This is an optimization exercise on Yosys and OpenROAD, whose aim is a short achievable clock period and few clock cycles, not a production implementation. Function was checked by simulation only, so behaviour that the tests miss may differ from the original.

Setup of north:
==> flow/design.v (excerpt) <==
module datapath #(
    parameter PC_WIDTH = 32,
    parameter D_WIDTH = 64,
    parameter ISTR_WIDTH = 32
  )
  (
    input       clk,
    input       reset_n,
    output [8:0]            imem_addr,
    input  [ISTR_WIDTH-1:0] imem_rdata,
    output [7:0]            dmem_addr,
    output [D_WIDTH-1:0]    dmem_wdata,
    output                  dmem_we,
    output                  dmem_re,
    input  [D_WIDTH-1:0]    dmem_rdata
   );
export LEC_CHECK = 0
export ABC_CLOCK_PERIOD_IN_PS = 3000
export CAP_MARGIN = 20
export CORE_MARGIN = 2
export CORE_UTILIZATION = 40
export SLEW_MARGIN = 20
export TNS_END_PERCENT = 100
create_clock -name core_clock -period 10.0 [get_ports {clk}]
standard.sh (not shown) runs the stock make flow with config.mk's settings and CLKGATE_MAP_FILE= SYNTH_SCRIPT=/design/flow/synth_recipe.tcl, a recipe that flattens the netlist after the stock synthesis.
==> flow/flow/run.sh <==
#!/bin/bash
# Standard ORFS layout (the standard.sh, standard synthesis unchanged),
# with the timing repair asked to aim beyond the clock period so that it
# keeps shortening the critical paths. Clock period and SDC are unchanged.
set -euo pipefail
export SETUP_SLACK_MARGIN=6.5
bash standard.sh > standard.log 2>&1
north is listed as incomplete: the tool reported an error in 5_1_grt and the run ended there.
Testbench counts of north, summed over its fixed seeds: cycles 125,317.
Setup changes, north to south
--- a/flow/design.v
+++ b/flow/design.v
@@ -88,28 +88,21 @@
   input             we,
   input      [4:0]  waddr,
   input      [63:0] wdata,
   input      [4:0]  raddr1,
   input      [4:0]  raddr2,
   output     [63:0] rdata1,
   output     [63:0] rdata2
   );
-  reg  [63:0] mem [0:31];
-  wire [63:0] nxt [0:31];
-  genvar i;
-  generate
-    for (i = 0; i < 32; i = i + 1) begin : g_row
-      assign nxt[i] = (we && waddr == i) ? wdata : mem[i];
-      always @(posedge clk)
-        mem[i] <= nxt[i];
-    end
-  endgenerate
-  assign rdata1 = nxt[raddr1];
-  assign rdata2 = nxt[raddr2];
+  reg [63:0] mem [0:31];
+  always @(posedge clk)
+    if (we) mem[waddr] <= wdata;
+  assign rdata1 = mem[raddr1];
+  assign rdata2 = mem[raddr2];
 endmodule
 module datapath #(
     parameter PC_WIDTH = 32,
     parameter D_WIDTH = 64,
     parameter ISTR_WIDTH = 32
   )
   (
     input       clk,
@@ -204,16 +197,27 @@
       .wdata (wb_fwd),
       .raddr1(iw[19:15]),
       .raddr2(iw[24:20]),
       .rdata1(rf1),
       .rdata2(rf2)
    );
    wire [63:0] id_r1 = rf1;
    wire [63:0] id_r2 = rf2;
+   reg         wb2_v;
+   reg  [4:0]  wb2_rd;
+   reg  [63:0] wb2_val;
+   always @(posedge clk) begin
+      if (!reset_n)
+         wb2_v <= 1'b0;
+      else
+         wb2_v <= wb_v & wb_wr;
+      wb2_rd  <= wb_rd;
+      wb2_val <= wb_fwd;
+   end
    wire [6:0] op  = ir[6:0];
    wire [4:0] rd  = ir[11:7];
    wire [2:0] f3  = ir[14:12];
    wire [4:0] rs1 = ir[19:15];
    wire [4:0] rs2 = ir[24:20];
    wire [6:0] f7  = ir[31:25];
    wire is_r  = op == OP_R;
    wire is_i  = op == OP_I;
@@ -224,18 +228,18 @@
    wire is_j  = op == OP_J;
    wire [63:0] imm_i = {{52{ir[31]}}, ir[31:20]};
    wire [63:0] imm_s = {{52{ir[31]}}, ir[31:25], ir[11:7]};
    wire [63:0] imm_u = {{32{ir[31]}}, ir[31:12], 12'b0};
    wire ex_hit1 = ex_live & ex_wr & (ex_rd == rs1);
    wire ex_hit2 = ex_live & ex_wr & (ex_rd == rs2);
    wire wb_hit1 = wb_v & wb_wr & (wb_rd == rs1);
    wire wb_hit2 = wb_v & wb_wr & (wb_rd == rs2);
-   wire [63:0] r1_early = wb_hit1 ? wb_fwd : rr_r1;
-   wire [63:0] r2_early = wb_hit2 ? wb_fwd : rr_r2;
+   wire [63:0] r1_early = wb_hit1 ? wb_fwd : (wb2_v & (wb2_rd == rs1)) ? wb2_val : rr_r1;
+   wire [63:0] r2_early = wb_hit2 ? wb_fwd : (wb2_v & (wb2_rd == rs2)) ? wb2_val : rr_r2;
    wire [63:0] rs1v = ex_hit1 ? alu_res : r1_early;
    wire [9:0]  rs1v_lo = r1_early[9:0];
    wire [63:0] rs2v = ex_hit2 ? alu_res : r2_early;
    wire sub = (f7[6:5] == 2'b01) & (f3 == 3'b000);
    wire [63:0] op0 = is_au ? {32'h0, rr_pc} : r1_early;
    wire [63:0] op1 = (is_i | is_ld) ? imm_i : is_st ? imm_s : is_au ? imm_u : r2_early;
    wire [9:0] agu_imm = is_st ? imm_s[9:0] : imm_i[9:0];
    wire [9:0] agu_res;
==> comparison <==
south was carried through to the last stage, and its layout satisfied the timing, design-rule and antenna checks.
| unique cell type count in the Yosys netlist | south vs north | 10 lower |
Going from north to south, area after synthesis went up about 5.6%, quantity of gates resized following cts went down 37%, area of placed instances went up 5.2%, horizontal die dimension went up about 2.8%.
Reported for south and north, H-tree level count turned out identical to the last digit.
Testbench counts of south, summed over its fixed seeds: cycles 125,317.

-- afterwards: timing with drivers on the ports --
How much do the figures lean on ideal ports? The routed layout below was timed once more, with nothing changed but the port constraints.
Step 1, drivers: a clkbuf_16 drives clk and a buf_2 each remaining input, both assumed.
Step 2 moves the port delays by t, midway between the first and last clock arrival at a register: inputs arrive t later, outputs are due t later. That takes back most of the time a late clock gives input paths.
Three values: ideal, step 1, step 2; two values: the first two.
run: south
t (ns): 1.092
setup slack, ns: 5.847 / 5.815 / 4.723
worst hold slack (ns): 0.287 / 0.287 / 0.287
worst setup path after step 2: input to register
pins driven straight from the clock port: 1
After both steps setup and hold are still met in south. The setup slack of south moves by -0.032 ns with the drivers and by -1.124 ns with both steps.
